Source: an optimization exercise on an open RTL-to-GDS flow (aim: small area, a short achievable clock period and few clock cycles per item). Production flows keep margins and buffers that such runs may drop.
No run shown here included a check of the RTL's function; only the layout flow was run.
Power is estimated from default activity; no workload was simulated.

[flow/design.v]
module fm_3d_norm (
  i_s,
  i_e,
  i_f,
  o_b
);
    input         i_s;           
    input  [4:0]  i_e;           
    input  [16:0] i_f;           
    output [21:0] o_b;           
    wire        w_carry;        
    wire [3:0]  w_penc;         
    wire        w_c_zero;       
    wire        w_ce_zero;      
    wire [15:0] w_lshifted;     
    wire [4:0]  w_lshift_val;   
    wire [15:0] w_c_fraction;
    wire [15:0] w_c_frac;
    wire [4:0]  w_c_exp;        
    wire        w_c_sign;       
    wire [5:0]  w_incdec_out;   
    assign w_carry  = i_f[16];
    assign w_c_zero = (i_f == 17'h0);
    assign w_penc = f_prenc(i_f[15:0]);
    assign w_incdec_out = f_incdec(i_e, w_penc, w_carry);
    assign  w_lshift_val = w_penc;
    assign w_lshifted = i_f[15:0] << w_lshift_val;
    assign w_c_frac = (w_carry) ? i_f[16:1] : w_lshifted;
    assign w_c_exp = (w_c_zero|w_incdec_out[5]) ? 5'h0 : w_incdec_out[4:0];
    assign w_ce_zero = (w_c_exp == 5'h0);
    assign w_c_sign = i_s & !w_ce_zero;
    assign w_c_fraction = (w_ce_zero) ? 16'h0 : w_c_frac;
    assign o_b = {w_c_sign, w_c_exp, w_c_fraction};
function [3:0] f_prenc;
  input [15:0] mat;
  begin
    if (mat[15] == 1'b1) begin
      f_prenc = 4'h0;
    end else if (mat[14] == 1'b1) begin
      f_prenc = 4'h1;
    end else if (mat[13] == 1'b1) begin
      f_prenc = 4'h2;
    end else if (mat[12] == 1'b1) begin
      f_prenc = 4'h3;
    end else if (mat[11] == 1'b1) begin
      f_prenc = 4'h4;
    end else if (mat[10] == 1'b1) begin
      f_prenc = 4'h5;
    end else if (mat[9] == 1'b1) begin
      f_prenc = 4'h6;
    end else if (mat[8] == 1'b1) begin
      f_prenc = 4'h7;
    end else if (mat[7] == 1'b1) begin
      f_prenc = 4'h8;
    end else if (mat[6] == 1'b1) begin
      f_prenc = 4'h9;
    end else if (mat[5] == 1'b1) begin
      f_prenc = 4'ha;
    end else if (mat[4] == 1'b1) begin
      f_prenc = 4'hb;
    end else if (mat[3] == 1'b1) begin
      f_prenc = 4'hc;
    end else if (mat[2] == 1'b1) begin
      f_prenc = 4'hd;
    end else if (mat[1] == 1'b1) begin
      f_prenc = 4'he;
    end else begin
      f_prenc = 4'hf;
    end
  end
endfunction
function [5:0] f_incdec;
  input [4:0] a;
  input [3:0] b;
  input       inc;
  reg   [5:0] r_inc;
  reg   [5:0] r_dec;
  reg         r_1f_flag;
  begin
    r_1f_flag = (a == 5'h1f);
    r_inc = a + !r_1f_flag;
    r_dec = a - b;
    f_incdec = (inc) ? r_inc : r_dec;
  end
endfunction
endmodule
module fm_3d_fadd_c (
  i_a,
  i_b,
  i_adsb,
  o_c
);
    input  [21:0] i_a;
    input  [21:0] i_b;
    input         i_adsb;    
    output [21:0] o_c;
    wire         w_a_sign = i_a[21];
    wire [4:0]   w_a_exp  = i_a[20:16];
    wire [15:0]  w_a_fraction = i_a[15:0];
    wire         w_b_sign = i_b[21];
    wire [4:0]   w_b_exp  = i_b[20:16];
    wire [15:0]  w_b_fraction = i_b[15:0];
    wire        w_mag_frac = (w_a_fraction <= w_b_fraction);
    wire        w_mag_exp = (w_a_exp <= w_b_exp);
    wire [4:0]  w_exp_l = (w_mag_exp) ? w_b_exp : w_a_exp;
    wire [4:0]  w_amb = w_a_exp - w_b_exp;
    wire [4:0]  w_bma = w_b_exp - w_a_exp;
    wire [4:0]  w_ex0 = (w_mag_exp) ? w_bma : w_amb;
    wire        w_mag = (w_ex0 == 5'b0) ? w_mag_frac : w_mag_exp;
    wire [15:0] w_f0 = (!w_mag) ? w_a_fraction : w_b_fraction;
    wire        w_sign = (w_mag == 1'b0) ? w_a_sign : (i_adsb ^ w_b_sign);
    wire        w_sub = ((w_a_sign ^ w_b_sign) & !i_adsb) |
                        (!(w_a_sign ^ w_b_sign) & i_adsb);
    wire [15:0] w_f1_sa = w_a_fraction >> w_ex0;
    wire [15:0] w_f1_sb = w_b_fraction >> w_ex0;
    wire [15:0] w_f1t = (w_mag) ? w_f1_sa : w_f1_sb;
    wire [16:0] w_mats = (!w_sub) ? (w_f0 + w_f1t) : (w_f0 - w_f1t);
    fm_3d_norm norm (
        .i_s(w_sign),
        .i_e(w_exp_l),
        .i_f(w_mats),
        .o_b(o_c)
    );
endmodule
module fm_3d_fsub3 (
  clk_core,
  i_en,
  i_a,
  i_b,
  o_n,
  o_one,
  o_two,
  o_ah,
  o_al,
  o_c
);
    input         clk_core;
    input         i_en;
    input  [20:0] i_a;
    input  [20:0] i_b;
    output [21:0] o_n;       
    output        o_one;     
    output        o_two;     
    output [21:0] o_c;       
    output [7:0]  o_ah;      
    output [15:0] o_al;      
    wire [4:0]   w_a_exp  = i_a[20:16];
    wire [15:0]  w_a_fraction = i_a[15:0];
    wire [4:0]   w_b_exp  = i_b[20:16];
    wire [15:0]  w_b_fraction = i_b[15:0];
    wire        w_mag_frac = (w_a_fraction <= w_b_fraction);
    wire        w_mag_exp = (w_a_exp <= w_b_exp);
    wire [4:0]  w_exp_l = (w_mag_exp) ? w_b_exp : w_a_exp;
    wire [4:0]  w_amb = w_a_exp - w_b_exp;
    wire [4:0]  w_bma = w_b_exp - w_a_exp;
    wire [4:0]  w_ex0 = (w_mag_exp) ? w_bma : w_amb;
    wire        w_mag = (w_ex0 == 5'b0) ? w_mag_frac : w_mag_exp;
    reg         r_sign1;
    reg  [4:0]  r_exp1;
    reg  [4:0]  r_ex0;
    reg  [15:0] r_f0;
    reg  [15:0] r_f1;
    reg         r_sign2;
    reg  [4:0]  r_exp2;
    reg  [16:0] r_mats;
    reg  [21:0] r_c;
    always @(posedge clk_core) begin
        if (i_en) begin
            r_sign1 <= w_mag;
            r_exp1 <= w_exp_l;
            r_ex0 <= w_ex0;
            r_f0 <= w_mag ? w_b_fraction : w_a_fraction;
            r_f1 <= w_mag ? w_a_fraction : w_b_fraction;
        end
    end
    wire [15:0] w_f1t = r_f1 >> r_ex0;
    always @(posedge clk_core) begin
        if (i_en) begin
            r_sign2 <= r_sign1;
            r_exp2 <= r_exp1;
            r_mats <= {1'b0, r_f0} - {1'b0, w_f1t};
        end
    end
    fm_3d_norm norm (
        .i_s(r_sign2),
        .i_e(r_exp2),
        .i_f(r_mats),
        .o_b(o_n)
    );
    reg  [7:0]  r_ah;
    reg  [15:0] r_al;
    always @(posedge clk_core) begin
        if (i_en) begin
            r_c <= o_n;
            r_ah <= 8'h1 << o_n[14:12];
            r_al <= 16'h1 << o_n[11:8];
        end
    end
    assign o_ah = r_ah;
    assign o_al = r_al;
    wire        w_carry = r_mats[16];
    wire [3:0]  w_pe = f_prenc(r_mats[15:0]);
    wire [15:0] w_m1 = r_mats[15:0] - 16'h1;
    wire        w_pow2 = ((r_mats[15:0] & w_m1) == 16'h0);
    assign o_one = (r_mats == 17'h0) | (!w_carry & (r_exp2 <= {1'b0, w_pe}));
    assign o_two = w_carry ? ((r_mats[15:1] == 15'h0) & (r_exp2 == 5'd14)) :
                             ((r_mats[15:0] != 16'h0) & w_pow2 &
                              (r_exp2 == {1'b0, w_pe} + 5'd15));
function [3:0] f_prenc;
  input [15:0] mat;
  integer i;
  begin
    f_prenc = 4'hf;
    for (i = 1; i < 16; i = i + 1)
      if (mat[i]) f_prenc = 4'd15 - i[3:0];
  end
endfunction
    assign o_c = r_c;
endmodule
module fm_3d_fsub1_c (
  i_a,
  o_c
);
    input  [20:0] i_a;
    output [20:0] o_c;
    wire [4:0]  w_e = i_a[20:16];
    wire [15:0] w_f = i_a[15:0];
    wire [15:0] w_d15 = {1'b0, w_f[14:0]};
    wire [3:0]  w_pe = f_prenc(w_d15);
    wire [4:0]  w_e15 = 5'd15 - {1'b0, w_pe};
    wire [15:0] w_f15 = w_d15 << w_pe;
    wire        w_z15 = (w_d15 == 16'h0) | (w_e15 == 5'd0);
    wire [4:0]  w_k = w_e - 5'd15;
    wire [15:0] w_sh = 16'h8000 >> w_k;
    wire [15:0] w_dh = w_f - w_sh;
    wire [20:0] w_rh = w_dh[15] ? {w_e, w_dh} : {w_e - 5'd1, w_dh[14:0], 1'b0};
    assign o_c = (w_e < 5'd15) ? 21'h0 :
                 (w_e == 5'd15) ? (w_z15 ? 21'h0 : {w_e15, w_f15}) :
                                  w_rh;
function [3:0] f_prenc;
  input [15:0] mat;
  integer i;
  begin
    f_prenc = 4'hf;
    for (i = 1; i < 16; i = i + 1)
      if (mat[i]) f_prenc = 4'd15 - i[3:0];
  end
endfunction
endmodule
module fm_3d_fadd05_c (
  i_a,
  o_c
);
    input  [20:0] i_a;
    output [20:0] o_c;
    wire [4:0]  w_e = i_a[20:16];
    wire [15:0] w_f = i_a[15:0];
    wire [4:0]  w_s = 5'd14 - w_e;
    wire [15:0] w_fl = 16'h8000 | (w_f >> w_s);
    wire [4:0]  w_k = w_e - 5'd14;
    wire [16:0] w_sum = {1'b0, w_f} + {1'b0, 16'h8000 >> w_k};
    wire [4:0]  w_ei = w_e + {4'd0, (w_e != 5'h1f)};
    wire [20:0] w_rh = w_sum[16] ? {w_ei, w_sum[16:1]} : {w_e, w_sum[15:0]};
    assign o_c = (w_e == 5'd0) ? {5'd14, 16'h8000} :
                 (w_e < 5'd14) ? {5'd14, w_fl} : w_rh;
endmodule
module fm_3d_fmul (
  clk_core,
  i_en,
  i_a,
  i_b,
  o_c
);
    input         clk_core;
    input         i_en;
    input  [21:0] i_a;
    input  [21:0] i_b;
    output [21:0] o_c;
    reg           r_sign_1z;
    reg    [23:0] r_h;
    reg    [15:0] r_l;
    reg    [4:0]  r_ce_tmp_1z;
    wire [4:0]  w_a_exp = i_a[20:16];
    wire [15:0] w_a_fraction = i_a[15:0];
    wire [4:0]  w_b_exp = i_b[20:16];
    wire [15:0] w_b_fraction = i_b[15:0];
    wire [5:0]  w_exp_add = w_a_exp + w_b_exp;
    wire [5:0]  w_adder_out = w_exp_add -  4'hf;
    wire [4:0]  w_ce_tmp = (w_exp_add < 5'hf) ? 5'h00 :
                           (w_adder_out[5])   ? 5'h1f :
                                                w_adder_out[4:0];
    wire [23:0] w_h = w_a_fraction * w_b_fraction[15:8];
    wire [23:0] w_l = w_a_fraction * w_b_fraction[7:0];
    always @(posedge clk_core) begin
        if (i_en) begin
            r_sign_1z <= i_a[21] ^ i_b[21];
            r_h <= w_h;
            r_l <= w_l[23:8];
            r_ce_tmp_1z <= w_ce_tmp;
        end
    end
    wire [24:0] w_x = {1'b0, r_h} + {9'h0, r_l} + 25'd64;
    wire [16:0] w_cf_tmp2 = w_x[23:7];
    wire        w_carry = w_cf_tmp2[16];
    wire [4:0]  w_ce = (w_cf_tmp2 == 17'h0) ? 5'h0 :
                       (w_carry & (r_ce_tmp_1z != 5'h1f)) ? r_ce_tmp_1z + 5'h1 :
                                                           r_ce_tmp_1z;
    wire [15:0] w_cf = w_carry ? w_cf_tmp2[16:1] : w_cf_tmp2[15:0];
    assign o_c = (w_ce == 5'h0) ? 22'h0 : {r_sign_1z, w_ce, w_cf};
endmodule
module fm_3d_frcp_rom (
  i_h,
  i_l,
  o_c
);
    input  [7:0]  i_h;    
    input  [15:0] i_l;    
    output [31:0] o_c;
    assign o_c[0] = (i_h[0] & (i_l[3] | i_l[4] | i_l[6] | i_l[9] | i_l[10] | i_l[11] | i_l[14] | i_l[15])) |
                       (i_h[1] & (i_l[0] | i_l[3] | i_l[5] | i_l[7] | i_l[10] | i_l[14] | i_l[15])) |
                       (i_h[2] & (i_l[0] | i_l[1] | i_l[2] | i_l[3] | i_l[8] | i_l[9] | i_l[11] | i_l[12] | i_l[14])) |
                       (i_h[3] & (i_l[0] | i_l[2] | i_l[4] | i_l[6] | i_l[7] | i_l[9] | i_l[10] | i_l[13] | i_l[14])) |
                       (i_h[4] & (i_l[2] | i_l[3] | i_l[4] | i_l[5])) |
                       (i_h[5] & (i_l[1] | i_l[2] | i_l[3] | i_l[4] | i_l[9] | i_l[10] | i_l[14] | i_l[15])) |
                       (i_h[6] & (i_l[2] | i_l[5] | i_l[6] | i_l[8] | i_l[9] | i_l[11] | i_l[12] | i_l[14])) |
                       (i_h[7] & (i_l[0] | i_l[1] | i_l[3] | i_l[5] | i_l[8] | i_l[10] | i_l[12] | i_l[14]));
    assign o_c[1] = (i_h[0] & (i_l[5] | i_l[6] | i_l[8] | i_l[9] | i_l[11] | i_l[13] | i_l[15])) |
                       (i_h[1] & (i_l[2] | i_l[5] | i_l[6] | i_l[10] | i_l[11] | i_l[12] | i_l[13])) |
                       (i_h[2] & (i_l[4] | i_l[5] | i_l[6] | i_l[7] | i_l[8] | i_l[9] | i_l[13] | i_l[14])) |
                       (i_h[3] & (i_l[1] | i_l[2] | i_l[5] | i_l[6] | i_l[8] | i_l[9] | i_l[11] | i_l[14])) |
                       (i_h[4] & (i_l[0] | i_l[3] | i_l[5] | i_l[7] | i_l[9] | i_l[11] | i_l[13] | i_l[15])) |
                       (i_h[5] & (i_l[1] | i_l[3] | i_l[6] | i_l[8] | i_l[10] | i_l[11] | i_l[13] | i_l[15])) |
                       (i_h[6] & (i_l[0] | i_l[2] | i_l[3] | i_l[5] | i_l[8] | i_l[11] | i_l[14] | i_l[15])) |
                       (i_h[7] & (i_l[1] | i_l[2] | i_l[5] | i_l[6] | i_l[8] | i_l[9] | i_l[12] | i_l[13]));
    assign o_c[2] = (i_h[0] & (i_l[0] | i_l[1] | i_l[2] | i_l[3] | i_l[4] | i_l[5] | i_l[6] | i_l[10] | i_l[11] | i_l[14] | i_l[15])) |
                       (i_h[1] & (i_l[1] | i_l[2] | i_l[4] | i_l[5] | i_l[7] | i_l[9] | i_l[10] | i_l[12] | i_l[14])) |
                       (i_h[2] & (i_l[0] | i_l[2] | i_l[4] | i_l[6] | i_l[8] | i_l[11] | i_l[13])) |
                       (i_h[3] & (i_l[0] | i_l[2] | i_l[3] | i_l[5] | i_l[8] | i_l[11] | i_l[12] | i_l[14] | i_l[15])) |
                       (i_h[4] & (i_l[2] | i_l[5] | i_l[6] | i_l[9] | i_l[10] | i_l[13] | i_l[14])) |
                       (i_h[5] & (i_l[1] | i_l[2] | i_l[6] | i_l[7] | i_l[10] | i_l[11] | i_l[12] | i_l[15])) |
                       (i_h[6] & (i_l[0] | i_l[1] | i_l[5] | i_l[6] | i_l[7] | i_l[11] | i_l[12] | i_l[13])) |
                       (i_h[7] & (i_l[1] | i_l[2] | i_l[3] | i_l[4] | i_l[8] | i_l[9] | i_l[10] | i_l[11]));
    assign o_c[3] = (i_h[0] & (i_l[0] | i_l[2] | i_l[4] | i_l[6] | i_l[7] | i_l[9] | i_l[11] | i_l[12] | i_l[14])) |
                       (i_h[1] & (i_l[1] | i_l[4] | i_l[7] | i_l[8] | i_l[10] | i_l[11] | i_l[14] | i_l[15])) |
                       (i_h[2] & (i_l[2] | i_l[3] | i_l[6] | i_l[7] | i_l[11] | i_l[12])) |
                       (i_h[3] & (i_l[0] | i_l[1] | i_l[5] | i_l[6] | i_l[7] | i_l[11] | i_l[12] | i_l[13])) |
                       (i_h[4] & (i_l[2] | i_l[3] | i_l[4] | i_l[9] | i_l[10] | i_l[11] | i_l[12])) |
                       (i_h[5] & (i_l[1] | i_l[2] | i_l[3] | i_l[4] | i_l[5] | i_l[10] | i_l[11] | i_l[12] | i_l[13] | i_l[14])) |
                       (i_h[6] & (i_l[5] | i_l[6] | i_l[7] | i_l[8] | i_l[9] | i_l[10])) |
                       (i_h[7] & (i_l[1] | i_l[2] | i_l[3] | i_l[4] | i_l[5] | i_l[6] | i_l[7]));
    assign o_c[4] = (i_h[0] & (i_l[0] | i_l[1] | i_l[4] | i_l[5] | i_l[9] | i_l[10] | i_l[14] | i_l[15])) |
                       (i_h[1] & (i_l[0] | i_l[4] | i_l[5] | i_l[6] | i_l[10] | i_l[11] | i_l[12] | i_l[13])) |
                       (i_h[2] & (i_l[2] | i_l[3] | i_l[4] | i_l[5] | i_l[11] | i_l[12] | i_l[13] | i_l[14] | i_l[15])) |
                       (i_h[3] & (i_l[5] | i_l[6] | i_l[7] | i_l[8] | i_l[9] | i_l[10])) |
                       (i_h[4] & (i_l[2] | i_l[3] | i_l[4] | i_l[5] | i_l[6] | i_l[7] | i_l[8])) |
                       (i_h[5] & (i_l[1] | i_l[2] | i_l[3] | i_l[4] | i_l[5] | i_l[6] | i_l[7] | i_l[8] | i_l[9])) |
                       (i_h[6] & (i_l[5] | i_l[6] | i_l[7] | i_l[8] | i_l[9] | i_l[10] | i_l[11] | i_l[12] | i_l[13] | i_l[14] | i_l[15])) |
                       (i_h[7] & (i_l[0]));
    assign o_c[5] = (i_h[0] & (i_l[0] | i_l[1] | i_l[2] | i_l[3] | i_l[9] | i_l[10] | i_l[11] | i_l[12] | i_l[13])) |
                       (i_h[1] & (i_l[4] | i_l[5] | i_l[6] | i_l[7] | i_l[8] | i_l[9])) |
                       (i_h[2] & (i_l[2] | i_l[3] | i_l[4] | i_l[5] | i_l[6] | i_l[7] | i_l[8] | i_l[9] | i_l[10])) |
                       (i_h[3] & (i_l[5] | i_l[6] | i_l[7] | i_l[8] | i_l[9] | i_l[10] | i_l[11] | i_l[12] | i_l[13] | i_l[14] | i_l[15])) |
                       (i_h[4] & (i_l[0] | i_l[1])) |
                       (i_h[5] & (i_l[1] | i_l[2] | i_l[3] | i_l[4] | i_l[5] | i_l[6] | i_l[7] | i_l[8] | i_l[9] | i_l[10] | i_l[11] | i_l[12] | i_l[13] | i_l[14] | i_l[15])) |
                       (i_h[6] & (i_l[0] | i_l[1] | i_l[2] | i_l[3] | i_l[4]));
    assign o_c[6] = (i_h[0] & (i_l[0] | i_l[1] | i_l[2] | i_l[3] | i_l[4] | i_l[5] | i_l[6] | i_l[7] | i_l[8])) |
                       (i_h[1] & (i_l[4] | i_l[5] | i_l[6] | i_l[7] | i_l[8] | i_l[9] | i_l[10] | i_l[11] | i_l[12] | i_l[13] | i_l[14] | i_l[15])) |
                       (i_h[2] & (i_l[0] | i_l[1])) |
                       (i_h[3] & (i_l[5] | i_l[6] | i_l[7] | i_l[8] | i_l[9] | i_l[10] | i_l[11] | i_l[12] | i_l[13] | i_l[14] | i_l[15])) |
                       i_h[4] |
                       (i_h[5] & (i_l[0]));
    assign o_c[7] = i_h[0] |
                       (i_h[1] & (i_l[0] | i_l[1] | i_l[2] | i_l[3])) |
                       (i_h[3] & (i_l[5] | i_l[6] | i_l[7] | i_l[8] | i_l[9] | i_l[10] | i_l[11] | i_l[12] | i_l[13] | i_l[14] | i_l[15])) |
                       i_h[4] |
                       i_h[5] |
                       i_h[6] |
                       i_h[7];
    assign o_c[8] = i_h[0] |
                       i_h[1] |
                       i_h[2] |
                       (i_h[3] & (i_l[0] | i_l[1] | i_l[2] | i_l[3] | i_l[4]));
    assign o_c[9] = 1'b0;
    assign o_c[10] = 1'b0;
    assign o_c[11] = 1'b0;
    assign o_c[12] = 1'b0;
    assign o_c[13] = 1'b0;
    assign o_c[14] = 1'b0;
    assign o_c[15] = 1'b0;
    assign o_c[16] = (i_h[0] & (i_l[1] | i_l[2] | i_l[3] | i_l[4] | i_l[9] | i_l[10] | i_l[12] | i_l[14])) |
                       (i_h[1] & (i_l[0] | i_l[4] | i_l[5] | i_l[9] | i_l[10] | i_l[13] | i_l[15])) |
                       (i_h[2] & (i_l[1] | i_l[3] | i_l[4] | i_l[7] | i_l[12] | i_l[14] | i_l[15])) |
                       (i_h[3] & (i_l[0] | i_l[2] | i_l[3] | i_l[4] | i_l[6] | i_l[7] | i_l[8] | i_l[9] | i_l[11] | i_l[14] | i_l[15])) |
                       (i_h[4] & (i_l[0] | i_l[3] | i_l[4] | i_l[6] | i_l[8] | i_l[9] | i_l[10] | i_l[11])) |
                       (i_h[5] & (i_l[5] | i_l[6] | i_l[10] | i_l[12] | i_l[14])) |
                       (i_h[6] & (i_l[1] | i_l[3] | i_l[5] | i_l[7] | i_l[9] | i_l[13] | i_l[14] | i_l[15])) |
                       (i_h[7] & (i_l[1] | i_l[2] | i_l[4] | i_l[5] | i_l[10] | i_l[14]));
    assign o_c[17] = (i_h[0] & (i_l[2] | i_l[4] | i_l[9] | i_l[11] | i_l[12] | i_l[13] | i_l[15])) |
                       (i_h[1] & (i_l[0] | i_l[1] | i_l[4] | i_l[6] | i_l[8] | i_l[10] | i_l[12] | i_l[13] | i_l[14] | i_l[15])) |
                       (i_h[2] & (i_l[0] | i_l[1] | i_l[2] | i_l[3] | i_l[4] | i_l[6] | i_l[7] | i_l[8] | i_l[9] | i_l[15])) |
                       (i_h[3] & (i_l[0] | i_l[2] | i_l[3] | i_l[7] | i_l[8] | i_l[9] | i_l[10] | i_l[12] | i_l[14] | i_l[15])) |
                       (i_h[4] & (i_l[4] | i_l[5] | i_l[6] | i_l[8] | i_l[9] | i_l[10] | i_l[15])) |
                       (i_h[5] & (i_l[3] | i_l[5] | i_l[6] | i_l[8] | i_l[10] | i_l[13])) |
                       (i_h[6] & (i_l[2] | i_l[5] | i_l[8] | i_l[14])) |
                       (i_h[7] & (i_l[1] | i_l[2] | i_l[5] | i_l[6] | i_l[11] | i_l[13]));
    assign o_c[18] = (i_h[0] & (i_l[2] | i_l[4] | i_l[6] | i_l[7] | i_l[9] | i_l[11] | i_l[12])) |
                       (i_h[1] & (i_l[0] | i_l[1] | i_l[3] | i_l[5] | i_l[9] | i_l[11] | i_l[12])) |
                       (i_h[2] & (i_l[0] | i_l[4] | i_l[5] | i_l[8] | i_l[13] | i_l[15])) |
                       (i_h[3] & (i_l[0] | i_l[3] | i_l[4] | i_l[5] | i_l[6] | i_l[7] | i_l[9] | i_l[10] | i_l[11] | i_l[12] | i_l[15])) |
                       (i_h[4] & (i_l[0] | i_l[1] | i_l[2] | i_l[3] | i_l[4] | i_l[6] | i_l[7] | i_l[11] | i_l[13] | i_l[15])) |
                       (i_h[5] & (i_l[0] | i_l[1] | i_l[2] | i_l[3] | i_l[6] | i_l[7] | i_l[10] | i_l[14])) |
                       (i_h[6] & (i_l[0] | i_l[2] | i_l[3] | i_l[4] | i_l[6] | i_l[7] | i_l[8] | i_l[10] | i_l[12] | i_l[14] | i_l[15])) |
                       (i_h[7] & (i_l[0] | i_l[3] | i_l[4] | i_l[5] | i_l[7] | i_l[9] | i_l[11] | i_l[12]));
    assign o_c[19] = (i_h[0] & (i_l[4] | i_l[7] | i_l[8] | i_l[10] | i_l[11])) |
                       (i_h[1] & (i_l[1] | i_l[2] | i_l[6] | i_l[8] | i_l[13] | i_l[15])) |
                       (i_h[2] & (i_l[5] | i_l[7] | i_l[14] | i_l[15])) |
                       (i_h[3] & (i_l[2] | i_l[8] | i_l[9] | i_l[11] | i_l[14])) |
                       (i_h[4] & (i_l[5] | i_l[6] | i_l[8] | i_l[10] | i_l[13] | i_l[14])) |
                       (i_h[5] & (i_l[4] | i_l[5] | i_l[6] | i_l[8] | i_l[12] | i_l[14] | i_l[15])) |
                       (i_h[6] & (i_l[2] | i_l[3] | i_l[4] | i_l[5] | i_l[6] | i_l[7] | i_l[8] | i_l[11] | i_l[12] | i_l[15])) |
                       (i_h[7] & (i_l[1] | i_l[3] | i_l[5] | i_l[6] | i_l[9] | i_l[10]));
    assign o_c[20] = (i_h[0] & (i_l[3] | i_l[4] | i_l[5] | i_l[7] | i_l[8] | i_l[9] | i_l[10] | i_l[11] | i_l[13] | i_l[15])) |
                       (i_h[1] & (i_l[1] | i_l[2] | i_l[3] | i_l[4] | i_l[5] | i_l[6] | i_l[9] | i_l[11] | i_l[13] | i_l[14])) |
                       (i_h[2] & (i_l[6] | i_l[7] | i_l[9] | i_l[11] | i_l[13] | i_l[15])) |
                       (i_h[3] & (i_l[0] | i_l[1] | i_l[10] | i_l[11] | i_l[13] | i_l[14])) |
                       (i_h[4] & (i_l[0] | i_l[2] | i_l[4] | i_l[6] | i_l[7] | i_l[10] | i_l[11] | i_l[12])) |
                       (i_h[5] & (i_l[7] | i_l[8] | i_l[11] | i_l[12] | i_l[15])) |
                       (i_h[6] & (i_l[1] | i_l[2] | i_l[4] | i_l[6] | i_l[8] | i_l[9] | i_l[11] | i_l[14])) |
                       (i_h[7] & (i_l[1] | i_l[2] | i_l[5] | i_l[6] | i_l[7] | i_l[8]));
    assign o_c[21] = (i_h[0] & (i_l[5] | i_l[8] | i_l[10] | i_l[13] | i_l[14])) |
                       (i_h[1] & (i_l[1] | i_l[2] | i_l[3] | i_l[4] | i_l[5] | i_l[6] | i_l[10] | i_l[11] | i_l[14])) |
                       (i_h[2] & (i_l[0] | i_l[2] | i_l[4] | i_l[6] | i_l[9] | i_l[10] | i_l[13] | i_l[14])) |
                       (i_h[3] & (i_l[12] | i_l[13] | i_l[14])) |
                       (i_h[4] & (i_l[1] | i_l[2] | i_l[5] | i_l[6] | i_l[8] | i_l[11] | i_l[13] | i_l[15])) |
                       (i_h[5] & (i_l[1] | i_l[3] | i_l[5] | i_l[7] | i_l[10] | i_l[12] | i_l[13] | i_l[15])) |
                       (i_h[6] & (i_l[0] | i_l[2] | i_l[3] | i_l[6] | i_l[7] | i_l[11] | i_l[12] | i_l[13])) |
                       (i_h[7] & (i_l[1] | i_l[2] | i_l[3] | i_l[4]));
    assign o_c[22] = (i_h[0] & (i_l[6] | i_l[7] | i_l[8] | i_l[11] | i_l[14])) |
                       (i_h[1] & (i_l[0] | i_l[1] | i_l[3] | i_l[5] | i_l[8] | i_l[10] | i_l[13])) |
                       (i_h[2] & (i_l[0] | i_l[1] | i_l[4] | i_l[5] | i_l[9] | i_l[10] | i_l[11] | i_l[12])) |
                       (i_h[3] & (i_l[15])) |
                       (i_h[4] & (i_l[0] | i_l[1] | i_l[2] | i_l[7] | i_l[8] | i_l[12] | i_l[13])) |
                       (i_h[5] & (i_l[0] | i_l[1] | i_l[4] | i_l[5] | i_l[8] | i_l[11] | i_l[12] | i_l[14] | i_l[15])) |
                       (i_h[6] & (i_l[1] | i_l[2] | i_l[4] | i_l[7] | i_l[9] | i_l[12] | i_l[14])) |
                       (i_h[7] & (i_l[0] | i_l[1] | i_l[3] | i_l[5] | i_l[7] | i_l[9] | i_l[11] | i_l[13] | i_l[15]));
    assign o_c[23] = (i_h[0] & (i_l[9] | i_l[10] | i_l[11] | i_l[15])) |
                       (i_h[1] & (i_l[0] | i_l[1] | i_l[4] | i_l[5] | i_l[7] | i_l[8] | i_l[11] | i_l[14])) |
                       (i_h[2] & (i_l[1] | i_l[3] | i_l[4] | i_l[6] | i_l[8] | i_l[9] | i_l[11] | i_l[13] | i_l[15])) |
                       (i_h[3] & (i_l[1] | i_l[3] | i_l[5] | i_l[7] | i_l[9] | i_l[11] | i_l[13] | i_l[15])) |
                       (i_h[4] & (i_l[1] | i_l[4] | i_l[6] | i_l[8] | i_l[9] | i_l[11] | i_l[13] | i_l[14])) |
                       (i_h[5] & (i_l[0] | i_l[3] | i_l[5] | i_l[6] | i_l[8] | i_l[9] | i_l[11] | i_l[14])) |
                       (i_h[6] & (i_l[1] | i_l[4] | i_l[5] | i_l[7] | i_l[8] | i_l[11] | i_l[14] | i_l[15])) |
                       (i_h[7] & (i_l[1] | i_l[2] | i_l[5] | i_l[6] | i_l[9] | i_l[10] | i_l[13] | i_l[14]));
    assign o_c[24] = (i_h[0] & (i_l[1] | i_l[3] | i_l[5] | i_l[7] | i_l[9] | i_l[11] | i_l[12] | i_l[14])) |
                       (i_h[1] & (i_l[0] | i_l[3] | i_l[5] | i_l[6] | i_l[8] | i_l[9] | i_l[11] | i_l[12] | i_l[14] | i_l[15])) |
                       (i_h[2] & (i_l[1] | i_l[2] | i_l[4] | i_l[5] | i_l[8] | i_l[11] | i_l[12] | i_l[15])) |
                       (i_h[3] & (i_l[0] | i_l[3] | i_l[4] | i_l[7] | i_l[8] | i_l[11] | i_l[12] | i_l[15])) |
                       (i_h[4] & (i_l[0] | i_l[4] | i_l[5] | i_l[8] | i_l[9] | i_l[10] | i_l[13] | i_l[14] | i_l[15])) |
                       (i_h[5] & (i_l[3] | i_l[4] | i_l[8] | i_l[9] | i_l[10] | i_l[14] | i_l[15])) |
                       (i_h[6] & (i_l[0] | i_l[4] | i_l[5] | i_l[6] | i_l[11] | i_l[12] | i_l[13])) |
                       (i_h[7] & (i_l[1] | i_l[2] | i_l[3] | i_l[4] | i_l[9] | i_l[10] | i_l[11] | i_l[12]));
    assign o_c[25] = (i_h[0] & (i_l[1] | i_l[2] | i_l[5] | i_l[6] | i_l[9] | i_l[10] | i_l[14] | i_l[15])) |
                       (i_h[1] & (i_l[3] | i_l[4] | i_l[8] | i_l[9] | i_l[10] | i_l[14] | i_l[15])) |
                       (i_h[2] & (i_l[0] | i_l[4] | i_l[5] | i_l[6] | i_l[7] | i_l[11] | i_l[12] | i_l[13] | i_l[14])) |
                       (i_h[3] & (i_l[3] | i_l[4] | i_l[5] | i_l[6] | i_l[11] | i_l[12] | i_l[13] | i_l[14])) |
                       (i_h[4] & (i_l[4] | i_l[5] | i_l[6] | i_l[7] | i_l[13] | i_l[14] | i_l[15])) |
                       (i_h[5] & (i_l[0] | i_l[1] | i_l[2] | i_l[8] | i_l[9] | i_l[10] | i_l[11] | i_l[12] | i_l[13])) |
                       (i_h[6] & (i_l[4] | i_l[5] | i_l[6] | i_l[7] | i_l[8] | i_l[9] | i_l[10])) |
                       (i_h[7] & (i_l[1] | i_l[2] | i_l[3] | i_l[4] | i_l[5] | i_l[6] | i_l[7] | i_l[8]));
    assign o_c[26] = (i_h[0] & (i_l[1] | i_l[2] | i_l[3] | i_l[4] | i_l[9] | i_l[10] | i_l[11] | i_l[12] | i_l[13])) |
                       (i_h[1] & (i_l[3] | i_l[4] | i_l[5] | i_l[6] | i_l[7] | i_l[14] | i_l[15])) |
                       (i_h[2] & (i_l[0] | i_l[1] | i_l[2] | i_l[3] | i_l[11] | i_l[12] | i_l[13] | i_l[14] | i_l[15])) |
                       (i_h[3] & (i_l[0] | i_l[1] | i_l[2] | i_l[11] | i_l[12] | i_l[13] | i_l[14] | i_l[15])) |
                       (i_h[4] & (i_l[0] | i_l[1] | i_l[2] | i_l[3] | i_l[13] | i_l[14] | i_l[15])) |
                       (i_h[5] & (i_l[0] | i_l[1] | i_l[2] | i_l[3] | i_l[4] | i_l[5] | i_l[6] | i_l[7])) |
                       (i_h[6] & (i_l[4] | i_l[5] | i_l[6] | i_l[7] | i_l[8] | i_l[9] | i_l[10] | i_l[11] | i_l[12] | i_l[13] | i_l[14] | i_l[15])) |
                       (i_h[7] & (i_l[0]));
    assign o_c[27] = (i_h[0] & (i_l[1] | i_l[2] | i_l[3] | i_l[4] | i_l[5] | i_l[6] | i_l[7] | i_l[8])) |
                       (i_h[1] & (i_l[3] | i_l[4] | i_l[5] | i_l[6] | i_l[7] | i_l[8] | i_l[9] | i_l[10] | i_l[11] | i_l[12] | i_l[13])) |
                       (i_h[2] & (i_l[11] | i_l[12] | i_l[13] | i_l[14] | i_l[15])) |
                       (i_h[3] & (i_l[0] | i_l[1] | i_l[2] | i_l[3] | i_l[4] | i_l[5] | i_l[6] | i_l[7] | i_l[8] | i_l[9] | i_l[10])) |
                       (i_h[4] & (i_l[13] | i_l[14] | i_l[15])) |
                       i_h[5] |
                       (i_h[6] & (i_l[0] | i_l[1] | i_l[2] | i_l[3]));
    assign o_c[28] = (i_h[0] & (i_l[1] | i_l[2] | i_l[3] | i_l[4] | i_l[5] | i_l[6] | i_l[7] | i_l[8] | i_l[9] | i_l[10] | i_l[11] | i_l[12] | i_l[13] | i_l[14] | i_l[15])) |
                       (i_h[1] & (i_l[0] | i_l[1] | i_l[2])) |
                       (i_h[2] & (i_l[11] | i_l[12] | i_l[13] | i_l[14] | i_l[15])) |
                       i_h[3] |
                       (i_h[4] & (i_l[0] | i_l[1] | i_l[2] | i_l[3] | i_l[4] | i_l[5] | i_l[6] | i_l[7] | i_l[8] | i_l[9] | i_l[10] | i_l[11] | i_l[12]));
    assign o_c[29] = (i_h[0] & (i_l[1] | i_l[2] | i_l[3] | i_l[4] | i_l[5] | i_l[6] | i_l[7] | i_l[8] | i_l[9] | i_l[10] | i_l[11] | i_l[12] | i_l[13] | i_l[14] | i_l[15])) |
                       i_h[1] |
                       (i_h[2] & (i_l[0] | i_l[1] | i_l[2] | i_l[3] | i_l[4] | i_l[5] | i_l[6] | i_l[7] | i_l[8] | i_l[9] | i_l[10]));
    assign o_c[30] = (i_h[0] & (i_l[1] | i_l[2] | i_l[3] | i_l[4] | i_l[5] | i_l[6] | i_l[7] | i_l[8] | i_l[9] | i_l[10] | i_l[11] | i_l[12] | i_l[13] | i_l[14] | i_l[15])) |
                       i_h[1] |
                       i_h[2] |
                       i_h[3] |
                       i_h[4] |
                       i_h[5] |
                       i_h[6] |
                       i_h[7];
    assign o_c[31] = (i_h[0] & (i_l[0]));
endmodule
module fm_3d_frcp (
  clk_core,
  i_en,
  i_a,
  i_ah,
  i_al,
  o_c,
  o_zero
);
    input         clk_core;
    input         i_en;
    input  [21:0] i_a;
    input  [7:0]  i_ah;      
    input  [15:0] i_al;      
    output [21:0] o_c;
    output        o_zero;
    reg    [21:0] r_c;
    reg           r_zo;
    reg           r_a_sign;
    reg    [4:0]  r_ce_tmp;
    reg           r_zero_flag;
    reg    [15:0] r_base;
    reg    [7:0]  r_corr;
    wire   [4:0]  w_a_exp = i_a[20:16];
    wire   [15:0] w_a_fraction = i_a[15:0];
    wire   [31:0] w_rom_out;
    wire   [15:0] w_rom_base = w_rom_out[31:16];    
    wire   [8:0]  w_rom_diff = w_rom_out[8:0];      
    wire   [16:0] w_rom_correct = w_rom_diff * w_a_fraction[7:0];
    always @(posedge clk_core) begin
        if (i_en) begin
            r_a_sign <= i_a[21];
            r_ce_tmp <= 5'h1e - w_a_exp;
            r_zero_flag <= (w_a_exp == 5'h0);
            r_base <= w_rom_base;
            r_corr <= w_rom_correct[16:9];
        end
    end
    wire   [15:0] w_cf_tmp = r_base - {8'h0, r_corr};
    wire          w_sh = !w_cf_tmp[15];
    wire   [5:0]  w_ce = {1'b0, r_ce_tmp} - {5'h0, w_sh};
    wire          w_cz = w_ce[5] | (w_ce[4:0] == 5'h0);
    wire   [15:0] w_cf = w_sh ? {w_cf_tmp[14:0], 1'b0} : w_cf_tmp;
    wire   [21:0] w_c = w_cz ? 22'h0 : {r_a_sign, w_ce[4:0], w_cf};
    always @(posedge clk_core) begin
        if (i_en) begin
            r_c <= (r_zero_flag) ? 22'h0 : w_c;
            r_zo <= r_zero_flag;
        end
    end
    fm_3d_frcp_rom frcp_rom (
        .i_h(i_ah),
        .i_l(i_al),
        .o_c(w_rom_out)
    );
    assign o_c = r_c;
    assign o_zero = r_zo;
endmodule
module fm_3d_ru_outline_setup (
    clk_core,
    rst_x,
    i_aa_en,
    i_valid,
    o_ack,
    i_vtx0_x,
    i_vtx0_y,
    i_vtx1_x,
    i_vtx1_y,
    i_vtx2_x,
    i_vtx2_y,
    o_valid,
    o_is_first,
    o_is_second,
    o_aa_mode,
    o_idle,
    o_start_x_e0,
    o_start_x_05_e0,
    o_start_y_e0,
    o_end_y_e0,
    o_delta_e0,
    o_delta_t_e0,
    o_delta_a_e0,
    o_start_x_e1,
    o_start_x_05_e1,
    o_start_y_e1,
    o_end_y_e1,
    o_delta_e1,
    o_delta_t_e1,
    o_delta_a_e1,
    o_start_x_e2,
    o_start_x_05_e2,
    o_start_y_e2,
    o_end_y_e2,
    o_delta_e2,
    o_delta_t_e2,
    o_delta_a_e2,
    i_ack
);
    input         clk_core;
    input         rst_x;
    input         i_aa_en;
    input         i_valid;
    output        o_ack;
    input  [20:0] i_vtx0_x;
    input  [20:0] i_vtx0_y;
    input  [20:0] i_vtx1_x;
    input  [20:0] i_vtx1_y;
    input  [20:0] i_vtx2_x;
    input  [20:0] i_vtx2_y;
    output        o_is_first;
    output        o_is_second;
    output        o_valid;
    output        o_aa_mode;
    output        o_idle;
    output [20:0] o_start_x_e0;
    output [20:0] o_start_x_05_e0;
    output [20:0] o_start_y_e0;
    output [20:0] o_end_y_e0;
    output [21:0] o_delta_e0;
    output [21:0] o_delta_t_e0;
    output [21:0] o_delta_a_e0;
    output [20:0] o_start_x_e1;
    output [20:0] o_start_x_05_e1;
    output [20:0] o_start_y_e1;
    output [20:0] o_end_y_e1;
    output [21:0] o_delta_e1;
    output [21:0] o_delta_t_e1;
    output [21:0] o_delta_a_e1;
    output [20:0] o_start_x_e2;
    output [20:0] o_start_x_05_e2;
    output [20:0] o_start_y_e2;
    output [20:0] o_end_y_e2;
    output [21:0] o_delta_e2;
    output [21:0] o_delta_t_e2;
    output [21:0] o_delta_a_e2;
    input         i_ack;
    localparam [21:0] W_10 = 22'h0f8000;
    localparam [21:0] W_05 = 22'h0e8000;
    reg    [2:0]  r_ph;         
    reg           r_stall;
    reg           r_fv;         
    reg           r_v1, r_rec1, r_aa1, r_oaa1;
    reg           r_rec2, r_aa2, r_oaa2;
    reg    [1:0]  r_pend;       
    reg           r_aa_mode;
    reg    [2:0]  r_cnt;        
    reg           r_idle;
    reg           r_nph1_dy, r_nph2_dy, r_nph0_dx, r_nph2_dx, r_nph2_cu;
    wire          w_adv = !r_stall;
    wire          w_ph0 = r_ph[0];
    wire          w_ph1 = r_ph[1];
    wire          w_ph2 = r_ph[2];
    reg    [20:0] r1_v0x, r1_v1x, r1_v2x, r1_v0y, r1_v1y, r1_v2y;
    reg           r1_isf, r1_iss;
    reg    [20:0] r2_v1x, r2_v2x, r2_v0y, r2_v1y, r2_v2y;
    reg           r2_isf, r2_iss;
    reg    [21:0] r_rcb, r_rcc, r_rcd;
    reg           r_zb, r_zc, r_zd;
    reg    [21:0] r_dla, r_dlb;
    reg    [20:0] o_sx2, o_sy2, o_sx1, o_sy1;
    reg    [20:0] o_ey0, o_ey1, o_x052, o_x051;
    reg    [21:0] o_dl0, o_dl1, o_dl2;
    reg    [21:0] o_rc0, o_rc1, o_rc2;
    reg           o_z0, o_z1, o_z2;
    reg           o_isf, o_iss;
    wire   [20:0] w_dy_a = !r_nph1_dy ? i_vtx1_y : i_vtx0_y;
    wire   [20:0] w_dy_b = !r_nph2_dy ? i_vtx1_y : i_vtx2_y;
    wire   [21:0] w_dy;
    wire   [21:0] w_dy_n;
    wire          w_dy_one, w_dy_two;
    wire   [7:0]  w_dy_ah;
    wire   [15:0] w_dy_al;
    fm_3d_fsub3 u_dy (
        .clk_core(clk_core),
        .i_en(w_adv),
        .i_a(w_dy_a),
        .i_b(w_dy_b),
        .o_n(w_dy_n),
        .o_one(w_dy_one),
        .o_two(w_dy_two),
        .o_ah(w_dy_ah),
        .o_al(w_dy_al),
        .o_c(w_dy)
    );
    wire          w_isf = (i_vtx2_y != i_vtx1_y);
    wire          w_iss = (i_vtx1_y != i_vtx0_y);
    wire          w_one_line = w_dy_one;
    wire          w_two_line = w_dy_two;
    wire          w_cancel = w_one_line | (w_two_line & w_isf & !i_aa_en);
    wire          w_only_aa = w_two_line & w_isf & i_aa_en;
    reg           r_ack;        
    reg           r_ov;         
    assign o_ack = r_ack;
    wire          w_accept = o_ack & i_valid;
    wire   [21:0] w_rc;
    wire          w_rz;
    fm_3d_frcp u_rcp (
        .clk_core(clk_core),
        .i_en(w_adv),
        .i_a(w_dy),
        .i_ah(w_dy_ah),
        .i_al(w_dy_al),
        .o_c(w_rc),
        .o_zero(w_rz)
    );
    wire   [20:0] w_dx_a = !r_nph2_dx ? i_vtx0_x : !r_nph0_dx ? r1_v1x : r1_v0x;
    wire   [20:0] w_dx_b = !r_nph2_dx ? i_vtx2_x : !r_nph0_dx ? r1_v2x : r1_v1x;
    wire   [21:0] w_dx;
    wire   [21:0] w_dx_n;
    fm_3d_fsub3 u_dx (
        .clk_core(clk_core),
        .i_en(w_adv),
        .i_a(w_dx_a),
        .i_b(w_dx_b),
        .o_n(w_dx_n),
        .o_one(),
        .o_two(),
        .o_ah(),
        .o_al(),
        .o_c(w_dx)
    );
    wire   [21:0] w_dl;
    fm_3d_fmul u_mul (
        .clk_core(clk_core),
        .i_en(w_adv),
        .i_a(w_dx),
        .i_b(w_rc),
        .o_c(w_dl)
    );
    wire   [20:0] w_ey, w_x05;
    reg    [20:0] r_ey0, r_x052;
    fm_3d_fsub1_c  u_ey  (.i_a(!r_nph2_cu ? r2_v1y : r2_v0y), .o_c(w_ey));
    fm_3d_fadd05_c u_x05 (.i_a(!r_nph2_cu ? r2_v1x : r2_v2x), .o_c(w_x05));
    wire          w_f1 = w_adv & w_ph2;     
    wire          w_wr = w_f1 & r_rec2;     
    always @(posedge clk_core) begin
        if (w_f1) begin
            r1_v0x <= i_vtx0_x;
            r1_v1x <= i_vtx1_x;
            r1_v2x <= i_vtx2_x;
            r1_v0y <= i_vtx0_y;
            r1_v1y <= i_vtx1_y;
            r1_v2y <= i_vtx2_y;
            r1_isf <= w_isf;
            r1_iss <= w_iss;
            r2_v1x <= r1_v1x;
            r2_v2x <= r1_v2x;
            r2_v0y <= r1_v0y;
            r2_v1y <= r1_v1y;
            r2_v2y <= r1_v2y;
            r2_isf <= r1_isf;
            r2_iss <= r1_iss;
        end
        if (w_adv & w_ph1) begin
            r_ey0 <= w_ey;
            r_x052 <= w_x05;
        end
        if (w_adv) begin
            r_rcb <= w_rc;
            r_rcc <= r_rcb;
            r_rcd <= r_rcc;
            r_zb <= w_rz;
            r_zc <= r_zb;
            r_zd <= r_zc;
            r_dla <= w_dl;
            r_dlb <= r_dla;
        end
        if (w_wr) begin
            o_sx2 <= r2_v2x;
            o_sy2 <= r2_v2y;
            o_sx1 <= r2_v1x;
            o_sy1 <= r2_v1y;
            o_ey0 <= r_ey0;
            o_ey1 <= w_ey;
            o_x052 <= r_x052;
            o_x051 <= w_x05;
            o_dl0 <= r_dlb;
            o_dl1 <= r_dla;
            o_dl2 <= w_dl;
            o_rc0 <= r_rcd;
            o_rc1 <= r_rcc;
            o_rc2 <= r_rcb;
            o_z0 <= r_zd;
            o_z1 <= r_zc;
            o_z2 <= r_zb;
            o_isf <= r2_isf;
            o_iss <= r2_iss;
        end
    end
    wire   [2:0]  w_ph_n = w_adv ? {r_ph[1:0], r_ph[2]} : r_ph;
    wire          w_rec2_n = w_f1 ? r_rec1 : r_rec2;
    wire          w_take = o_valid & i_ack;
    wire   [1:0]  w_pend_n = w_wr ? (r_oaa2 ? 2'd1 : r_aa2 ? 2'd2 : 2'd1) :
                             w_take ? r_pend - 2'd1 : r_pend;
    wire          w_stall_n = w_ph_n[2] & w_rec2_n & (w_pend_n != 2'd0);
    wire          w_fv_n = (w_adv & w_ph0) ? i_valid : r_fv;
    wire          w_last = w_take & (r_pend == 2'd1);
    wire   [2:0]  w_cnt_n = r_cnt + {2'b0, (w_accept & !w_cancel)} - {2'b0, w_last};
    always @(posedge clk_core or negedge rst_x) begin
        if (~rst_x) begin
            r_ph <= 3'b001;
            r_nph1_dy <= 1'b1;
            r_nph2_dy <= 1'b1;
            r_nph0_dx <= 1'b0;
            r_nph2_dx <= 1'b1;
            r_nph2_cu <= 1'b1;
            r_stall <= 1'b0;
            r_ack <= 1'b0;
            r_ov <= 1'b0;
            r_fv <= 1'b0;
            r_v1 <= 1'b0;
            r_rec1 <= 1'b0;
            r_aa1 <= 1'b0;
            r_oaa1 <= 1'b0;
            r_rec2 <= 1'b0;
            r_aa2 <= 1'b0;
            r_oaa2 <= 1'b0;
            r_pend <= 2'd0;
            r_aa_mode <= 1'b0;
            r_cnt <= 3'd0;
            r_idle <= 1'b1;
        end else begin
            r_ph <= w_ph_n;
            r_nph1_dy <= !w_ph_n[1];
            r_nph2_dy <= !w_ph_n[2];
            r_nph0_dx <= !w_ph_n[0];
            r_nph2_dx <= w_ph_n[0] | w_ph_n[1];
            r_nph2_cu <= w_ph_n[0] ^ w_ph_n[1];
            r_stall <= w_stall_n;
            r_ack <= w_ph_n[2] & w_fv_n & !w_stall_n;
            r_ov <= (w_pend_n != 2'd0);
            r_fv <= w_fv_n;
            if (w_f1) begin
                r_v1 <= r_fv;
                r_rec1 <= r_fv & !w_cancel;
                r_aa1 <= i_aa_en;
                r_oaa1 <= w_only_aa;
                r_rec2 <= r_rec1;
                r_aa2 <= r_aa1;
                r_oaa2 <= r_oaa1;
            end
            r_pend <= w_pend_n;
            if (w_wr) r_aa_mode <= r_oaa2;
            else if (w_take) r_aa_mode <= 1'b1;
            r_cnt <= w_cnt_n;
            r_idle <= !((i_valid & !w_accept) | (w_cnt_n != 3'd0));
        end
    end
    assign o_valid = r_ov;
    assign o_aa_mode = r_aa_mode;
    assign o_idle = r_idle;
    assign o_is_first = o_isf;
    assign o_is_second = o_iss;
    assign o_start_x_e0 = o_sx2;
    assign o_start_x_05_e0 = o_x052;
    assign o_start_y_e0 = o_sy2;
    assign o_end_y_e0 = o_ey0;
    assign o_delta_e0 = o_dl0;
    assign o_delta_t_e0 = o_rc0;
    assign o_delta_a_e0 = o_z0 ? 22'h0 : W_05;
    assign o_start_x_e1 = o_sx2;
    assign o_start_x_05_e1 = o_x052;
    assign o_start_y_e1 = o_sy2;
    assign o_end_y_e1 = o_ey1;
    assign o_delta_e1 = o_dl1;
    assign o_delta_t_e1 = o_rc1;
    assign o_delta_a_e1 = o_z1 ? 22'h0 : W_05;
    assign o_start_x_e2 = o_sx1;
    assign o_start_x_05_e2 = o_x051;
    assign o_start_y_e2 = o_sy1;
    assign o_end_y_e2 = o_ey0;
    assign o_delta_e2 = o_dl2;
    assign o_delta_t_e2 = o_rc2;
    assign o_delta_a_e2 = o_z2 ? 22'h0 : W_05;
endmodule
[flow/flow/run.sh]
#!/bin/bash
# The standard layout (standard.sh: the standard flow's own synthesis and ORFS steps),
# with plain buf_1 cells as the port buffers instead of the delay buffers
# buffer_ports picks by default. Every port still gets its own buffer.
set -euo pipefail
export BUFFER_PORTS_ARGS="-buffer_cell sky130_fd_sc_hd__buf_1"
bash standard.sh > standard.log 2>&1
[flow/standard.sh]
#!/bin/bash
# synth_recipe.tcl (not shown) runs the flow's synth.tcl, then flattens the netlist and writes it again
# the make line also repeats each setting of config.mk as NAME=value (left out here)
make -C /OpenROAD-flow-scripts/flow DESIGN_CONFIG=/design/flow/config.mk WORK_HOME=/design/flow/orfs CLKGATE_MAP_FILE= SYNTH_SCRIPT=/design/flow/synth_recipe.tcl "${@:-finish}"
[flow/config.mk]
export PLATFORM = sky130hd
export DESIGN_NAME = fm_3d_ru_outline_setup
export DESIGN_NICKNAME = fm_3d_ru_outline_setup
export VERILOG_FILES = /design/flow/design.v
export SDC_FILE = /design/flow/constraint.sdc
export NUM_CORES = 4
export LEC_CHECK = 0
export ABC_AREA = 1
export CAP_MARGIN = 20
export CORE_MARGIN = 2
export CORE_UTILIZATION = 40
export PLACE_DENSITY = 0.6
export SETUP_SLACK_MARGIN = 5
export SLEW_MARGIN = 20
[flow/constraint.sdc]
create_clock -name core_clock -period 10.0 [get_ports {clk_core}]
set_input_delay 2.0000 -clock core_clock [delete_from_list [all_inputs] [get_ports {clk_core}]]
set_output_delay 2.0000 -clock core_clock [all_outputs]
set_load 0.01 [all_outputs]
==> out/results.txt, run 1 <==
share of cells above drive strength 1 - 0.109
top post-synthesis cells by area - edfxtp_1 (49%), nand2_1 (7.9%), fa_1 (7.3%)
vias - 46000
Final GP Congestion - 0.897
VDD IR-drop max - 463 µV
Cells after Synth - 6294
outcome - complete, no violations
initial core utilization - 0.402
fin. max-slew vios - 0
Ys Warns - 6
Pleak - 30.8 nW
total grt overflow - 0
CP Max Fanout - 12
Die Area - 0.155 mm²
io pins - 587
crit end category - flop
Critical Path Start Type - flop
Final Non-Filler Cells - 9023
max incr delay on CP - 0.77 ns
Final Setup Violations - 0
number of CTS-inserted buffers - 108
Yosys top cell by area - edfxtp_1
drt pass-1 iters - 8
worst setup path category - flop to flop
Rows - 143
Req. time, crit path - 10.46 ns
Vias/cell - 5.10
Die W - 394 µm
r2r worst-path depth - 20
number of distinct library cells after synthesis - 71
Reg clk slew, reported paths - 0.06 ns
count leader, synth - nand2_1
hold path cells - 0
# clock sinks - 1012
WL/cell - 18.9 µm
final hold violations - 0
Async SR Flop Fraction - 0.0247
Avg Cell Area, Syn - 9.68 µm²
number of flops mapped to enable cells by yosys - 987
Final period util - 0.559
drt first-iter violations - 3487
vias in the first global route - 44500
most used cell, CP - fa_1
remaining routing DRC violations - 0
drt total wl - 170000 µm
CTS tree - yes
first-pass GRT wire length - 258000 µm
H-Tree Depth - 3
top-area cell type share of the netlist area - 0.486
root buffer cell - clkbuf_16
RSZ-0062 raised after global routing - yes
PD cells - 405 mW/mm²
# nets final - 7566
# port buffers - 532
Hold Path Class - flop to flop
Top FF cell, synth - edfxtp_1
Post-DRT Antenna Nets - 0
Tmin final - 5.59 ns
Tightest Pin Transition - 1.08 ns
Synth top cells by count - nand2_1 (1290), edfxtp_1 (987), inv_1 (943), nor2_1 (459), o21ai_0 (413)
clk buf depth - 3
Reg2Reg Setup Slack - 4.41 ns
Slew Limit Headroom - 0.278
cts-stage hold buffer count - 0
CP cell instances - clkinvlp_4 > a41oi_2 > a2111oi_2 > nand2_1 > inv_2 > nor2_1 > fa_1 > fa_1 > fa_1 > inv_1 > fa_1 > inv_1 > ha_4 > nand2_1 > nor2_2 > nand4_1 > o21ai_2 > nand4_1 > nand2_1 > xor2_1
Max Cap Viol - 0
Syn-to-layout area delta - 16.7%
Die Ht - 394 µm
Seq/Total Area, Yosys - 0.497
Setup Skew - 0.0990 ns
DP HPWL - 125000 µm
mapped cell area - 0.0609 mm²
core footprint - 0.152 mm²
total power - 28.8 mW
initial antenna violation count - 6
Cells after DPL - 8598
largest net degree at the start of global routing - 156
Total GRT Usage - 0.211
Core Util, Final - 0.469
#FFs+latches synth - 1012
Clk Latency, worst-skew pair - 0.75 ns
CP max-delay cell - edfxtp_1
Critical Path AT - 6.05 ns
fmax - 0.179 GHz
critical path: cells and delay by family (launching register included):
family | cells | cell delay [ns]
simple gates | 7 | 0.94
fa+ha+maj | 5 | 2.15
compound gates | 3 | 0.65
flops | 1 | 0.77
xor+xnor | 1 | 0.06
buf+inv | 4 | 0.76
state kept, by name, indices dropped and copies added (netlist names), 22 cells and up:
name / cells
u_mul.r_h: 24
o_dl0: 22
o_dl1: 22
o_dl2: 22
o_rc0: 22
o_rc1: 22
o_rc2: 22
r_dla: 22
r_dlb: 22
r_rcb: 22
r_rcc: 22
r_rcd: 22
u_dx.r_c: 22
u_rcp.r_c: 22
power by group:
part,switching [mW],internal (mW)
Combinational,10.6,7.16
Sequential,0.552,6.30
Clock,1.73,2.44
metrics by stage:
stage | cell area, µm² | setup WS [ns] | hold slack [ns] | setup TNS [ns]
4_1_cts | 69600 | 4.54 | 0.387 | 0
3_5_place_dp | 64100 | 3.14 | 0.405 | 0
2_1_floorplan | 61100 | -0.433 | 0.400 | -12.54
6_report | 71100 | 4.41 | 0.395 | 0
5_1_grt | 71100 | 4.25 | 0.391 | 0
3_3_place_gp | 64100 | 3.29 | 0.401 | 0
layout make-up:
type	count	area, µm²
multi-input combinational	4017	26600
clock inverter	76	967
fill	14200	80400
timing repair inverter	3	17.5
inverter	969	3720
tap	2030	2540
clock buffer	125	2770
antenna	3	7.51
sequential	1012	30300
timing repair buffer	788	4200
what timing repair did:
item                       CTS  global route
pin swaps                   43            65
setup endpoints to repair  212           181
cloned                       4             4
resized for setup          167           214
setup buffers              137            76
placed cells by master, fill, tap and decap left out, types with 18 or more instances in the layout:
master,Yosys,final
nand2_2,4,22
a21oi_1,267,248
o21ai_1,21,32
ha_1,315,288
xor2_1,112,109
ha_4,0,22
dfrtp_1,19,19
clkinv_2,0,24
buf_4,151,221
clkinv_1,14,23
nor2_2,10,25
o21a_1,24,24
edfxtp_1,987,987
nor2_4,3,43
conb_1,1,54
nor3_1,63,47
clkinvlp_4,0,19
nand4_1,43,44
a31oi_1,48,46
clkbuf_16,0,109
nand3_1,287,284
fa_1,221,215
nand2_1,1290,1265
inv_1,943,905
inv_2,11,33
xnor2_1,63,62
and2_1,19,18
o211ai_1,45,45
o21ai_0,413,387
a21oi_2,1,18
buf_1,11,531
nor2_1,459,404
or2_2,33,33
buf_6,4,19
mux2i_1,19,18
final timing paths:
path	from	end
min	r_rcd[1]$_DFFE_PN_	o_rc0[1]$_DFFE_PP_
min reg2reg	r_rcd[1]$_DFFE_PN_	o_rc0[1]$_DFFE_PP_
max in group asynchronous	rst_x	r_ph[2]$_DFF_PN0_
max reg2reg	u_dy.r_ah[4]$_SDFFCE_PN0N_	u_rcp.r_corr[7]$_DFFE_PN_
max	u_dy.r_ah[4]$_SDFFCE_PN0N_	u_rcp.r_corr[7]$_DFFE_PN_
min in group asynchronous	rst_x	r_nph0_dx$_DFF_PN0_
per-layer routing:
metal  vias up  wire length [µm]  global-route usage
met5         -                48                   0
met4         8              5220              0.0681
met3       368             10500              0.0326
met2      1587             81600               0.354
met1     22100             73000               0.280
li1      22000                 -                   -
kinds of logic after synthesis:
kind of cell             share of synthesized area
AND/OR/NAND/NOR                              0.155
buffers and inverters                       0.0917
flip-flops                                   0.497
AO/OA/AOI/OAI                               0.0905
adder cells (fa/ha/maj)                      0.137
XOR/XNOR                                    0.0254
multiplexers                               0.00312
other                                    0.0000616
==> inputs of run 2 (changes only) <==
--- a/flow/config.mk
+++ b/flow/config.mk
@@ -10,5 +10,5 @@
 export CORE_MARGIN = 2
 export CORE_UTILIZATION = 40
 export PLACE_DENSITY = 0.6
-export SETUP_SLACK_MARGIN = 5
+export SETUP_SLACK_MARGIN = 4.5
 export SLEW_MARGIN = 20
==> out/results.txt, run 2 <==
outcome - complete, no violations
max reg flops - 24 (unchanged)
commonest non-fill, non-tap cell in the layout - nand2_1
largest net degree at the start of global routing - 182 (+17%)
r2r worst-path depth - 21 (+5.0%)
RR Endpoint - u_rcp.r_corr[7]$_DFFE_PN_
Slew Limit Headroom - 0.269 (-0.00872)
Hold Path Class - flop to flop
count leader, synth - nand2_1
clk buf depth - 3 (unchanged)
CP Launch Point - u_dy.r_ah[0]$_SDFFCE_PP0N_
DP HPWL - 125000 µm (+0.10%)
total power - 27.6 mW (-4.1%)
Die Area - 0.155 mm² (unchanged)
total grt overflow - 0 (unchanged)
Final period util - 0.562 (+0.00302)
Yosys top cell by area - edfxtp_1
Largest Register - u_mul.r_h
drt first-iter violations - 3558 (+2.0%)
most used cell, CP - fa_1
Critical Path Start Type - flop
root buffer cell - clkbuf_16
fmax - 0.178 GHz (-0.54%)
Clk Latency, worst-skew pair - 0.75 ns (about the same)
# nets final - 7481 (-1.1%)
GRT busiest layer - met2
share of cells above drive strength 1 - 0.0860 (-0.0227)
Rows - 143 (unchanged)
CTS tree - yes
Setup Skew - 0.0832 ns (-0.0158 ns)
crit end category - flop
# clock sinks - 1012 (unchanged)
Die Ht - 394 µm (unchanged)
Total GRT Usage - 0.211 (-0.000247)
core footprint - 0.152 mm² (unchanged)
Vias/cell - 5.10 (about the same)
Ys Warns - 6 (unchanged)
Reg2Reg Setup Slack - 4.38 ns (-0.03 ns)
launch point of the worst reg-to-reg path - u_dy.r_ah[0]$_SDFFCE_PP0N_
drt total wl - 169000 µm (-0.70%)
Final Setup Violations - 0 (unchanged)
WL/cell - 18.9 µm (+0.22%)
top post-synthesis cells by area - edfxtp_1 (49%), nand2_1 (7.9%), fa_1 (7.3%)
number of CTS-inserted buffers - 110 (+1.9%)
initial antenna violation count - 2 (-4)
hold path cells - 0 (unchanged)
fillers - 14200 (+0.15%)
Critical Path AT - 6.07 ns (+0.02 ns)
met1 Use GR - 0.279 (-0.00152)
hold path startpoint - r_dlb[3]$_DFFE_PN_
Avg Cell Area, Syn - 9.68 µm² (unchanged)
io pins - 587 (unchanged)
Pleak - 30.4 nW (-1.5%)
Post-DRT Antenna Nets - 0 (unchanged)
top-area cell type share of the netlist area - 0.486 (unchanged)
remaining routing DRC violations - 0 (unchanged)
vias - 45600 (-0.97%)
Seq/Total Area, Yosys - 0.497 (unchanged)
max incr delay on CP - 0.67 ns (-0.10 ns)
Async SR Flop Fraction - 0.0247 (unchanged)
Worst Setup EP - u_rcp.r_corr[7]$_DFFE_PN_
Synth top cells by count - nand2_1 (1290), edfxtp_1 (987), inv_1 (943), nor2_1 (459), o21ai_0 (413)
vias in the first global route - 44400 (-0.18%)
Max Cap Viol - 0 (unchanged)
Req. time, crit path - 10.44 ns (-0.02 ns)
Tightest Pin Transition - 1.08 ns (+0.00162 ns)
Cells after Synth - 6294 (unchanged)
Reg clk slew, reported paths - 0.06 ns (about the same)
first-pass GRT wire length - 257000 µm (-0.24%)
PD cells - 396 mW/mm² (-2.3%)
number of flops mapped to enable cells by yosys - 987 (unchanged)
CP Max Fanout - 13 (+1)
cts-stage hold buffer count - 0 (unchanged)
worst setup path category - flop to flop
Final GP Congestion - 0.907 (+1.2%)
Tmin final - 5.62 ns (+0.0302 ns)
# port buffers - 532 (unchanged)
met2 Use GR - 0.357 (+0.00333)
met3 GRT Util - 0.0313 (-0.00128)
drt pass-1 iters - 6 (-2)
final hold violations - 0 (unchanged)
Syn-to-layout area delta - 14.5%
Die W - 394 µm (unchanged)
Hold WS - 0.376 ns (-0.0183 ns)
fin. max-slew vios - 0 (unchanged)
initial core utilization - 0.402 (unchanged)
H-Tree Depth - 3 (unchanged)
Top FF cell, synth - edfxtp_1
VDD IR-drop max - 611 µV (+32%)
CP cell instances - inv_1 > a21oi_1 > nor4_2 > nand2_2 > inv_4 > buf_6 > nor2_2 > fa_1 > fa_1 > fa_1 > inv_1 > fa_1 > inv_2 > ha_4 > nand2_4 > nor2_4 > nand4_1 > o21ai_2 > nand4_1 > nand2_1 > xor2_1
CP max-delay cell - edfxtp_1
mapped cell area - 0.0609 mm² (unchanged)
RSZ-0062 raised after global routing - yes
#FFs+latches synth - 1012 (unchanged)
commonest cells after routing, fill and taps aside - nand2_1 (1275), edfxtp_1 (987), inv_1 (914), buf_1 (531), nor2_1 (406)
number of distinct library cells after synthesis - 71 (unchanged)
[run 2: area by class of cell]
type | instances | area [µm²] | area share
diodes | 2 | 5.00 | 0.0000717
clock buffers | 129 | 2840 | 0.0408
clock inverters | 77 | 881 | 0.0126
inverters | 969 | 3680 | 0.0528
multi-input cells | 4015 | 26000 | 0.373
flip-flops and latches | 1012 | 30300 | 0.434
well taps | 2030 | 2540 | 0.0364
repair buffers | 706 | 3530 | 0.0506
[run 2: metrics by stage]
| stage | cells | worst slack [ns] | utilization | TNS, ns | cell area, µm² |
|---|---|---|---|---|---|
| floorplan | 6347 | -0.434 | - | -12.91 | 61100 |
| CTS | 8872 | 4.45 | 0.453 | 0 | 68700 |
| global placement | 8596 | 3.41 | 0.423 | 0 | 64100 |
| global route | 8940 | 4.22 | 0.460 | 0 | 69800 |
| finish | 8940 | 4.38 | 0.460 | 0 | 69800 |
| detailed placement | 8596 | 3.33 | 0.423 | 0 | 64100 |
[run 2: per-layer routing]
metal / up-vias / routed length [µm]
li1: 21800 / -
met1: 22000 / 73100
met2: 1459 / 81600
met3: 310 / 9530
met4: 0 / 4990
met5: - / 0
[run 2: power by group]
group	switching (mW)	internal, mW
Sequential	0.582	6.30
Clock	1.77	2.37
Combinational	10.1	6.54
Total	12.4	15.2
[run 2: how the worst min path moves through the flow]
stage | to | slack, ns
2_1_floorplan | o_dl0[0]$_DFFE_PP_ | 0.40
3_3_place_gp | r2_v0y[11]$_DFFE_PP_ | 0.40
3_5_place_dp | o_dl0[16]$_DFFE_PP_ | 0.40
4_1_cts | o_dl0[3]$_DFFE_PP_ | 0.37
5_1_grt | o_dl0[3]$_DFFE_PP_ | 0.37
6_report | o_dl0[3]$_DFFE_PP_ | 0.38
[run 2: kinds of logic after synthesis]
group | Yosys count | synth area share
compound gates | 962 | 0.0905
xor+xnor | 176 | 0.0254
fa+ha+maj | 536 | 0.137
buf+inv | 1320 | 0.0917
flops | 1012 | 0.497
mux | 19 | 0.00312
other cells | 1 | 0.0000616
simple gates | 2268 | 0.155
[run 2: critical path: cells and delay by family, from the launching register on]
kind	cells	cell delay, ns
fa+ha+maj	5	2.24
flops	1	0.67
compound gates	2	0.41
xor+xnor	1	0.06
simple gates	8	1.03
buf+inv	5	0.94
[run 2: timing repair]
item	CTS	global route
resized for setup	87	142
endpoints found under the setup margin	93	172
buffers inserted	70	65
pin swaps	15	50
gates cloned	0	0

==> port drivers added, routing unchanged <==
The results above use ideal ports. As a check the final layouts listed here were re-extracted and re-timed, cells and wires unchanged.
Step 1 assumes that a clkbuf_16 drives the clock port and a buf_2 every other input.
Step 2 also shifts input and output timing later by t, the mid clock arrival at the registers, as if the neighbouring blocks saw the same clock.
Slacks: ideal / step 1 / step 2; pairs: ideal / step 1.
| run | t (ns) | setup WS [ns] | worst setup path after step 2 |
|---|---|---|---|
| run 1 | 0.783 | 4.407 / 4.407 / 4.407 | register to register |
| run 2 | 0.798 | 4.377 / 4.377 / 4.074 | input to register |
After both steps setup and hold are still met in every run listed. For run 2, which loses most, drivers alone change the setup slack by 0.000 ns; drivers and shift together by -0.303 ns.
